Background: an optimization exercise with open tools, aiming at small area, a short achievable clock period and few clock cycles. Do not read the settings as production practice. RTL that was checked went through simulation tests only; none was proved equivalent to the original. No activity file was given, so power comes from the tool's default toggle rates.

## v6
==> module chip, before the edit <==
module chip #(
    parameter int IN_BYTES  = 7,
    parameter int OUT_BYTES = 6
)(
    input wire clk,
    input wire rst_n,
    input wire in_valid,
    output reg in_ready,
    input  wire [7:0] in_data,
    output reg out_valid,
    input wire out_ready,
    output reg [7:0] out_data
);
    function automatic [7:0] crc8_upd(input [7:0] c, input [7:0] b);
        reg [7:0] t;
        integer i;
        begin
            t = c ^ b;
            for (i = 0; i < 8; i = i + 1)
                t = t[7] ? ((t << 1) ^ 8'h07) : (t << 1);
            crc8_upd = t;
        end
    endfunction
    function automatic [3:0] msb10(input [9:0] v);
        integer j;
        begin
            msb10 = 0;
            for (j = 0; j < 10; j = j + 1)
                if (v[j]) msb10 = j[3:0];
        end
    endfunction
    reg [2:0] icnt;      
    reg [7:0] din;       
    reg       acc_r;     
    reg [7:0] P;         
    reg       sg;        
    reg       dv;        
    reg       dfirst;    
    reg [9:0] S;         
    reg [7:0] Y;         
    reg [7:0] Z;         
    reg [7:0] crc_i;     
    reg       pok;       
    reg       full;      
    localparam [2:0] O_LOAD = 3'd0, O_B0 = 3'd1, O_B1 = 3'd2, O_B2 = 3'd3,
                     O_B3 = 3'd4, O_B4 = 3'd5, O_B5 = 3'd6, O_IDLE = 3'd7;
    reg [2:0] ost;
    reg       lat;       
    reg [3:0] sh;
    reg       ok;
    reg [7:0] crc_o;     
    wire accept = in_valid & in_ready;
    wire ovalid = (ost != O_LOAD) && (ost != O_IDLE);    
    wire fire   = ovalid & out_ready;
    wire k0   = (icnt == 3'd1);
    wire k1   = (icnt == 3'd2);
    wire k4   = (icnt == 3'd5);
    wire k5   = (icnt == 3'd6);
    wire k6   = (icnt == 3'd0);
    wire kodd = (icnt == 3'd2) || (icnt == 3'd4) || (icnt == 3'd6);
    wire       zpair = k5;
    wire [8:0] tsum  = {P[7], P} + {~din[7], ~din} + {8'd0, ~zpair};
    wire [8:0] dnew  = tsum ^ {9{zpair}};
    wire [9:0] s_base = dfirst ? 10'd0 : S;
    wire [9:0] s_new  = s_base + {2'b00, P ^ {8{sg}}} + {9'd0, sg};
    wire [7:0] crc_i_new = crc8_upd(k0 ? 8'h00 : crc_i, din);
    wire       proc6     = acc_r && k6;
    wire ost_end  = ost[2] & ost[1];                        
    wire latch_ok = full && !lat && ost_end;
    wire go       = (lat || latch_ok) && (ost == O_IDLE || (ost == O_B5 && out_ready));
    wire       use_z = ~ost[2] & ost[1];                    
    wire       hi    = ~ost[2] & ~ost[0];                   
    wire [7:0] v     = use_z ? Z : Y;
    wire [16:0] lsrc = {v[7], v, 8'h00};
    wire [16:0] lres = lsrc >> sh;
    wire        hbit = (sh[3] | (sh[2:0] == 3'd7)) ? v[7] : v[sh[2:0]];
    wire [7:0]  vbyte = ~ok ? 8'h00 : hi ? {{7{v[7]}}, hbit} : lres[7:0];
    wire [7:0]  crc_o_new = crc8_upd((ost == O_LOAD) ? 8'h00 : crc_o, vbyte);
    wire [2:0] icnt_inc = (icnt == 3'd6) ? 3'd0 : icnt + 3'd1;
    wire [2:0] icnt_n   = accept ? icnt_inc : icnt;
    wire       full_n   = (full & ~latch_ok) | proc6;
    wire       lat_n    = (lat | latch_ok) & ~go;
    wire [2:0] ost_n    = go ? O_LOAD : (ost == O_LOAD || fire) ? ost + 3'd1 : ost;
    wire on_byte  = (icnt == 3'd1) || (icnt == 3'd4) || (icnt == 3'd6);    
    wire pre_byte = (icnt == 3'd0) || (icnt == 3'd3) || (icnt == 3'd5);    
    wire t1 = (icnt == 3'd0) || (icnt == 3'd1);
    wire t4 = (icnt == 3'd3) || (icnt == 3'd4);
    wire       lt  = lat | latch_ok;
    wire [2:0] os0 = (ost == O_LOAD) ? O_B0 : ost;
    wire [2:0] os1 = (ost == O_LOAD || ovalid) ? ost + 3'd1 : ost;
    wire [2:0] os  = out_ready ? os1 : os0;
    wire c = t1 ? (~full_n | (~lt & os[2] & os[1])) :    
             t4 ? (~lt & (os[2] | os[1])) :              
                  (~lt & os[2]);                         
    wire ready_n = c | ~(on_byte | pre_byte) | (on_byte & accept) | (pre_byte & ~accept);
    always @(posedge clk) begin
        din <= in_data;
        if (!rst_n) begin
            icnt      <= 3'd0;
            acc_r     <= 1'b0;
            dv        <= 1'b0;
            full      <= 1'b0;
            lat       <= 1'b0;
            ost       <= O_IDLE;
            out_valid <= 1'b0;
            in_ready  <= 1'b1;
        end else begin
            icnt     <= icnt_n;
            acc_r    <= accept;
            full     <= full_n;
            lat      <= lat_n;
            ost      <= ost_n;
            in_ready <= ready_n;
            dv       <= acc_r & kodd;
            if (ost == O_LOAD) out_valid <= 1'b1;
            else if (fire && ost == O_B5) out_valid <= 1'b0;
        end
        if (acc_r) begin
            crc_i <= crc_i_new;
            if (k6) pok <= (crc_i_new == 8'h00);
            if (kodd) begin
                P      <= dnew[7:0];
                sg     <= dnew[8];
                dfirst <= k1;
            end else begin
                P      <= din;
            end
            if (k4) Y <= P;
            if (k6) Z <= P;
        end
        if (dv) S <= s_new;
        if (latch_ok) begin
            sh <= msb10(S);
            ok <= pok;
        end
        if (ost == O_LOAD) begin
            out_data <= vbyte;
            crc_o    <= crc_o_new;
        end else if (fire) begin
            case (ost)
                O_B0, O_B1, O_B2: out_data <= vbyte;
                O_B3:             out_data <= crc_o;
                O_B4:             out_data <= ok ? 8'h01 : 8'h02;
                default:          ;
            endcase
            if (ost == O_B0 || ost == O_B1 || ost == O_B2) crc_o <= crc_o_new;
        end
    end
endmodule
export LEC_CHECK = 0
export CAP_MARGIN = 20
export CORE_MARGIN = 2
export CORE_UTILIZATION = 65
export CTS_BUF_LIST = sky130_fd_sc_hd__clkbuf_4 sky130_fd_sc_hd__clkbuf_8
export PLACE_DENSITY = 0.75
export SLEW_MARGIN = 20
create_clock -name core_clock -period 10.0 [get_ports {clk}]
standard.sh (not shown) runs the stock make flow with config.mk's settings and CLKGATE_MAP_FILE= SYNTH_SCRIPT=/design/flow/synth_recipe.tcl, a recipe that flattens the netlist after the stock synthesis.
==> flow/flow/run.sh <==
#!/bin/bash
# Standard ORFS layout (the standard.sh: unchanged synthesis, floorplan,
# power grid, placement, CTS and routing) with a tighter setup target for the
# timing repair steps, so that the resizer also shortens paths that already
# meet the 10 ns clock. The constraints (constraint.sdc) are not changed.
# make's full output goes to standard_make.log; each ORFS step keeps its own
# log under orfs/logs/.
set -euo pipefail
bash standard.sh SETUP_SLACK_MARGIN=7.0 "BUFFER_PORTS_ARGS=-buffer_cell sky130_fd_sc_hd__buf_1" "CTS_ARGS=-sink_clustering_enable -repair_clock_nets -dont_use_dummy_load -buf_list {sky130_fd_sc_hd__clkbuf_4 sky130_fd_sc_hd__clkbuf_8}" finish > standard_make.log 2>&1
For v7, these inputs were changed with respect to v6:
-- flow/design.v --
<<< v6, line 86
    wire t1 = (icnt == 3'd0) || (icnt == 3'd1);
    wire t4 = (icnt == 3'd3) || (icnt == 3'd4);
    wire       lt  = lat | latch_ok;
    wire [2:0] os0 = (ost == O_LOAD) ? O_B0 : ost;
    wire [2:0] os1 = (ost == O_LOAD || ovalid) ? ost + 3'd1 : ost;
    wire [2:0] os  = out_ready ? os1 : os0;
    wire c = t1 ? (~full_n | (~lt & os[2] & os[1])) :    
             t4 ? (~lt & (os[2] | os[1])) :              
                  (~lt & os[2]);                         
    wire ready_n = c | ~(on_byte | pre_byte) | (on_byte & accept) | (pre_byte & ~accept);
    always @(posedge clk) begin
>>> v7, line 86
    wire t1 = (icnt == 3'd0) || (icnt == 3'd1);
    wire t4 = (icnt == 3'd3) || (icnt == 3'd4);
    wire       go0    = (lat || latch_ok) && (ost == O_IDLE);
    wire       go1    = (lat || latch_ok) && ost_end;
    wire       lat_n0 = (lat | latch_ok) & ~go0;
    wire       lat_n1 = (lat | latch_ok) & ~go1;
    wire [2:0] ost_n0 = go0 ? O_LOAD : (ost == O_LOAD) ? O_B0 : ost;
    wire [2:0] ost_n1 = go1 ? O_LOAD : (ost == O_LOAD || ovalid) ? ost + 3'd1 : ost;
    function automatic cond(input ty1, input ty4, input fl, input lt, input [2:0] os);
        if (ty1)      cond = ~fl | (~lt & os[2] & os[1]);    
        else if (ty4) cond = ~lt & (os[2] | os[1]);           
        else          cond = ~lt & os[2];                     
    endfunction
    wire c0 = cond(t1, t4, full_n, lat_n0, ost_n0);
    wire c1 = cond(t1, t4, full_n, lat_n1, ost_n1);
    wire c  = out_ready ? c1 : c0;
    wire ready_n = c | ~(on_byte | pre_byte) | (on_byte & accept) | (pre_byte & ~accept);
    always @(posedge clk) begin
Results
[compare] base=v6 new=v7: number of global-route vias before repair -2.5%, setup slack increased by 19 ps relative to the old numbers.
The flow did not stop early for v7: all stages ran, and the layout cleared the timing, DRC and antenna checks.
v6 completed end to end with timing, DRC and antenna clean.
Switching fraction of total power for v7 is higher than for v6.
Delta (v7 minus v6): minimum clock period after layout fell by 19 ps, power went up, first-iteration DRC count moved up.
Testbench counts of v7, summed over its fixed seeds: cycles 2,760.
The RTL of v6 was laid out without a check of its function.

the baseline:
RTL: one of the versions met above, not the one the previous note started from.
Size in the first run: about 530 cells after synthesis, about 86 flip-flops, about 22 I/O pins, roughly 5400 um^2 of cells after synthesis.
==> module chip, before the edit <==
module chip #(
    parameter int IN_BYTES  = 7,
    parameter int OUT_BYTES = 6
)(
    input wire clk,
    input wire rst_n,
    input wire in_valid,
    output reg in_ready,
    input  wire [7:0] in_data,
    output reg out_valid,
    input wire out_ready,
    output reg [7:0] out_data
);
    function automatic [7:0] crc8_upd(input [7:0] c, input [7:0] b);
        reg [7:0] t;
        integer i;
        begin
            t = c ^ b;
            for (i = 0; i < 8; i = i + 1)
                t = t[7] ? ((t << 1) ^ 8'h07) : (t << 1);
            crc8_upd = t;
        end
    endfunction
    function automatic [3:0] msb10(input [9:0] v);
        integer j;
        begin
            msb10 = 0;
            for (j = 0; j < 10; j = j + 1)
                if (v[j]) msb10 = j[3:0];
        end
    endfunction
    reg [2:0] icnt;      
    reg [7:0] din;       
    reg       acc_r;     
    reg [7:0] P;         
    reg       sg;        
    reg       dv;        
    reg       dfirst;    
    reg [9:0] S;         
    reg [7:0] Y;         
    reg [7:0] Z;         
    reg [7:0] crc_i;     
    reg       pok;       
    reg       full;      
    localparam [2:0] O_LOAD = 3'd0, O_B0 = 3'd1, O_B1 = 3'd2, O_B2 = 3'd3,
                     O_B3 = 3'd4, O_B4 = 3'd5, O_B5 = 3'd6, O_IDLE = 3'd7;
    reg [2:0] ost;
    reg       lat;       
    reg [3:0] sh;
    reg       ok;
    reg [7:0] crc_o;     
    wire accept = in_valid & in_ready;
    wire ovalid = (ost != O_LOAD) && (ost != O_IDLE);    
    wire fire   = ovalid & out_ready;
    wire k0   = (icnt == 3'd1);
    wire k1   = (icnt == 3'd2);
    wire k4   = (icnt == 3'd5);
    wire k5   = (icnt == 3'd6);
    wire k6   = (icnt == 3'd0);
    wire kodd = (icnt == 3'd2) || (icnt == 3'd4) || (icnt == 3'd6);
    wire       zpair = k5;
    wire [8:0] tsum  = {P[7], P} + {~din[7], ~din} + {8'd0, ~zpair};
    wire [8:0] dnew  = tsum ^ {9{zpair}};
    wire [9:0] s_base = dfirst ? 10'd0 : S;
    wire [9:0] s_new  = s_base + {2'b00, P ^ {8{sg}}} + {9'd0, sg};
    wire [7:0] crc_i_new = crc8_upd(k0 ? 8'h00 : crc_i, din);
    wire       proc6     = acc_r && k6;
    wire ost_end  = ost[2] & ost[1];                        
    wire latch_ok = full && !lat && ost_end;
    wire go       = (lat || latch_ok) && (ost == O_IDLE || (ost == O_B5 && out_ready));
    wire       use_z = ~ost[2] & ost[1];                    
    wire       hi    = ~ost[2] & ~ost[0];                   
    wire [7:0] v     = use_z ? Z : Y;
    wire [16:0] lsrc = {v[7], v, 8'h00};
    wire [16:0] lres = lsrc >> sh;
    wire        hbit = (sh[3] | (sh[2:0] == 3'd7)) ? v[7] : v[sh[2:0]];
    wire [7:0]  vbyte = ~ok ? 8'h00 : hi ? {{7{v[7]}}, hbit} : lres[7:0];
    wire [7:0]  crc_o_new = crc8_upd((ost == O_LOAD) ? 8'h00 : crc_o, vbyte);
    wire [2:0] icnt_inc = (icnt == 3'd6) ? 3'd0 : icnt + 3'd1;
    wire [2:0] icnt_n   = accept ? icnt_inc : icnt;
    wire       full_n   = (full & ~latch_ok) | proc6;
    wire       lat_n    = (lat | latch_ok) & ~go;
    wire [2:0] ost_n    = go ? O_LOAD : (ost == O_LOAD || fire) ? ost + 3'd1 : ost;
    wire on_byte  = (icnt == 3'd1) || (icnt == 3'd4) || (icnt == 3'd6);    
    wire pre_byte = (icnt == 3'd0) || (icnt == 3'd3) || (icnt == 3'd5);    
    wire t1 = (icnt == 3'd0) || (icnt == 3'd1);
    wire t4 = (icnt == 3'd3) || (icnt == 3'd4);
    wire       go0    = (lat || latch_ok) && (ost == O_IDLE);
    wire       go1    = (lat || latch_ok) && ost_end;
    wire       lat_n0 = (lat | latch_ok) & ~go0;
    wire       lat_n1 = (lat | latch_ok) & ~go1;
    wire [2:0] ost_n0 = go0 ? O_LOAD : (ost == O_LOAD) ? O_B0 : ost;
    wire [2:0] ost_n1 = go1 ? O_LOAD : (ost == O_LOAD || ovalid) ? ost + 3'd1 : ost;
    function automatic cond(input ty1, input ty4, input fl, input lt, input [2:0] os);
        if (ty1)      cond = ~fl | (~lt & os[2] & os[1]);    
        else if (ty4) cond = ~lt & (os[2] | os[1]);           
        else          cond = ~lt & os[2];                     
    endfunction
    wire c0 = cond(t1, t4, full_n, lat_n0, ost_n0);
    wire c1 = cond(t1, t4, full_n, lat_n1, ost_n1);
    wire c  = out_ready ? c1 : c0;
    wire ready_n = c | ~(on_byte | pre_byte) | (on_byte & accept) | (pre_byte & ~accept);
    always @(posedge clk) begin
        din <= in_data;
        if (!rst_n) begin
            icnt      <= 3'd0;
            acc_r     <= 1'b0;
            dv        <= 1'b0;
            full      <= 1'b0;
            lat       <= 1'b0;
            ost       <= O_IDLE;
            out_valid <= 1'b0;
            in_ready  <= 1'b1;
        end else begin
            icnt     <= icnt_n;
            acc_r    <= accept;
            full     <= full_n;
            lat      <= lat_n;
            ost      <= ost_n;
            in_ready <= ready_n;
            dv       <= acc_r & kodd;
            if (ost == O_LOAD) out_valid <= 1'b1;
            else if (fire && ost == O_B5) out_valid <= 1'b0;
        end
        if (acc_r) begin
            crc_i <= crc_i_new;
            if (k6) pok <= (crc_i_new == 8'h00);
            if (kodd) begin
                P      <= dnew[7:0];
                sg     <= dnew[8];
                dfirst <= k1;
            end else begin
                P      <= din;
            end
            if (k4) Y <= P;
            if (k6) Z <= P;
        end
        if (dv) S <= s_new;
        if (latch_ok) begin
            sh <= msb10(S);
            ok <= pok;
        end
        if (ost == O_LOAD) begin
            out_data <= vbyte;
            crc_o    <= crc_o_new;
        end else if (fire) begin
            case (ost)
                O_B0, O_B1, O_B2: out_data <= vbyte;
                O_B3:             out_data <= crc_o;
                O_B4:             out_data <= ok ? 8'h01 : 8'h02;
                default:          ;
            endcase
            if (ost == O_B0 || ost == O_B1 || ost == O_B2) crc_o <= crc_o_new;
        end
    end
endmodule
Settings: LEC_CHECK=0, CAP_MARGIN=20, CORE_MARGIN=2, CORE_UTILIZATION=55, CTS_BUF_LIST=sky130_fd_sc_hd__clkbuf_4 sky130_fd_sc_hd__clkbuf_8, PLACE_DENSITY=0.65, SLEW_MARGIN=20; clock period 10.0 ns.
Scripts as last shown in full above: flow/flow/run.sh
The baseline went all the way through synthesis, placement and routing and the layout is clean on timing, DRC and antenna.
Testbench counts of the baseline, summed over its fixed seeds: cycles 2,760.
Input changes introduced in the candidate (baseline for comparison: the baseline):
diff --git a/flow/design.v b/flow/design.v
--- a/flow/design.v
+++ b/flow/design.v
@@ -18,18 +18,18 @@
             t = c ^ b;
             for (i = 0; i < 8; i = i + 1)
                 t = t[7] ? ((t << 1) ^ 8'h07) : (t << 1);
             crc8_upd = t;
         end
     endfunction
-    function automatic [3:0] msb10(input [9:0] v);
+    function automatic [3:0] lshift10(input [9:0] v);
         integer j;
         begin
-            msb10 = 0;
+            lshift10 = 4'd9;
             for (j = 0; j < 10; j = j + 1)
-                if (v[j]) msb10 = j[3:0];
+                if (v[j]) lshift10 = 4'd9 - j[3:0];
         end
     endfunction
     reg [2:0] icnt;      
     reg [7:0] din;       
     reg       acc_r;     
     reg [7:0] P;         
@@ -43,13 +43,13 @@
     reg       pok;       
     reg       full;      
     localparam [2:0] O_LOAD = 3'd0, O_B0 = 3'd1, O_B1 = 3'd2, O_B2 = 3'd3,
                      O_B3 = 3'd4, O_B4 = 3'd5, O_B5 = 3'd6, O_IDLE = 3'd7;
     reg [2:0] ost;
     reg       lat;       
-    reg [3:0] sh;
+    reg [3:0] m;         
     reg       ok;
     reg [7:0] crc_o;     
     wire accept = in_valid & in_ready;
     wire ovalid = (ost != O_LOAD) && (ost != O_IDLE);    
     wire fire   = ovalid & out_ready;
     wire k0   = (icnt == 3'd1);
@@ -68,16 +68,14 @@
     wire ost_end  = ost[2] & ost[1];                        
     wire latch_ok = full && !lat && ost_end;
     wire go       = (lat || latch_ok) && (ost == O_IDLE || (ost == O_B5 && out_ready));
     wire       use_z = ~ost[2] & ost[1];                    
     wire       hi    = ~ost[2] & ~ost[0];                   
     wire [7:0] v     = use_z ? Z : Y;
-    wire [16:0] lsrc = {v[7], v, 8'h00};
-    wire [16:0] lres = lsrc >> sh;
-    wire        hbit = (sh[3] | (sh[2:0] == 3'd7)) ? v[7] : v[sh[2:0]];
-    wire [7:0]  vbyte = ~ok ? 8'h00 : hi ? {{7{v[7]}}, hbit} : lres[7:0];
+    wire [17:0] lres = {8'd0, v[7], v[7], v} << m;
+    wire [7:0]  vbyte = ~ok ? 8'h00 : hi ? {{7{v[7]}}, lres[9]} : lres[8:1];
     wire [7:0]  crc_o_new = crc8_upd((ost == O_LOAD) ? 8'h00 : crc_o, vbyte);
     wire [2:0] icnt_inc = (icnt == 3'd6) ? 3'd0 : icnt + 3'd1;
     wire [2:0] icnt_n   = accept ? icnt_inc : icnt;
     wire       full_n   = (full & ~latch_ok) | proc6;
     wire       lat_n    = (lat | latch_ok) & ~go;
     wire [2:0] ost_n    = go ? O_LOAD : (ost == O_LOAD || fire) ? ost + 3'd1 : ost;
@@ -134,13 +132,13 @@
             end
             if (k4) Y <= P;
             if (k6) Z <= P;
         end
         if (dv) S <= s_new;
         if (latch_ok) begin
-            sh <= msb10(S);
+            m  <= lshift10(S);
             ok <= pok;
         end
         if (ost == O_LOAD) begin
             out_data <= vbyte;
             crc_o    <= crc_o_new;
         end else if (fire) begin
--- outcome ---
- The candidate finished all stages; the layout is clean.
- Clock network fraction of design power delta for the candidate relative to the baseline: 0.3 points higher
- Diff the baseline..the candidate | share of the core filled with cells in the final layout | negligible
- Relative to the baseline, the fraction of area in multi-input gates of the candidate is higher by 0.17 points.
- simple AND/OR/NAND/NOR gates as the main combinational cell family by area after synthesis was reported by the baseline, and XOR/XNOR gates by the candidate.
- In terms of area used by sequential logic in the layout, the baseline and the candidate differ only marginally.
- Any difference in portion of the clock cycle consumed by the worst path in the final layout between the candidate and the baseline is small enough to ignore.
- First-pass GRT wire length for the candidate: about 0.9% down relative to the baseline
- In terms of die area, the baseline and the candidate differ only marginally.
- | setup clock skew after layout | the candidate vs the baseline | worse |
- From the baseline to the candidate the numbers moved as follows: post-cts repair resize count now larger; area added between synthesis and finish lost 0.36 points.
No functional check of the RTL was part of the candidate.

[static timing again, ports no longer ideal]
Ports are ideal in the flow. The routed layouts listed here were re-timed in OpenROAD.
Step 1: set_driving_cell puts a clkbuf_16 on clk and a buf_2 on each other input, an assumption about the parent block.
Step 2, shift: input delay + t, output delay - t, t = (earliest + latest rising clock arrival at the registers) / 2. This alone moves slack from input paths to output paths.
Slacks: ideal ports / drivers / drivers and shift; pairs: ideal ports / drivers.
run | shift t [ns] | setup slack, ns | worst setup path after step 2 | latest minus earliest clock arrival (ns) | cell pins on the clock port's net
v6 | 0.379 | 7.109 / 7.075 / 6.814 | input to register | 0.026 / 0.026 | 1
v7 | 0.371 | 7.128 / 7.096 / 6.774 | input to register | 0.021 / 0.021 | 1
the baseline | 0.395 | 7.127 / 7.093 / 6.787 | input to register | 0.016 / 0.016 | 1
the candidate | 0.381 | 7.128 / 7.096 / 6.795 | input to register | 0.020 / 0.021 | 1
After both steps every run listed still meets setup and hold. The setup slack of v7, which loses most, moves by -0.032 ns with the drivers and by -0.354 ns with both steps.
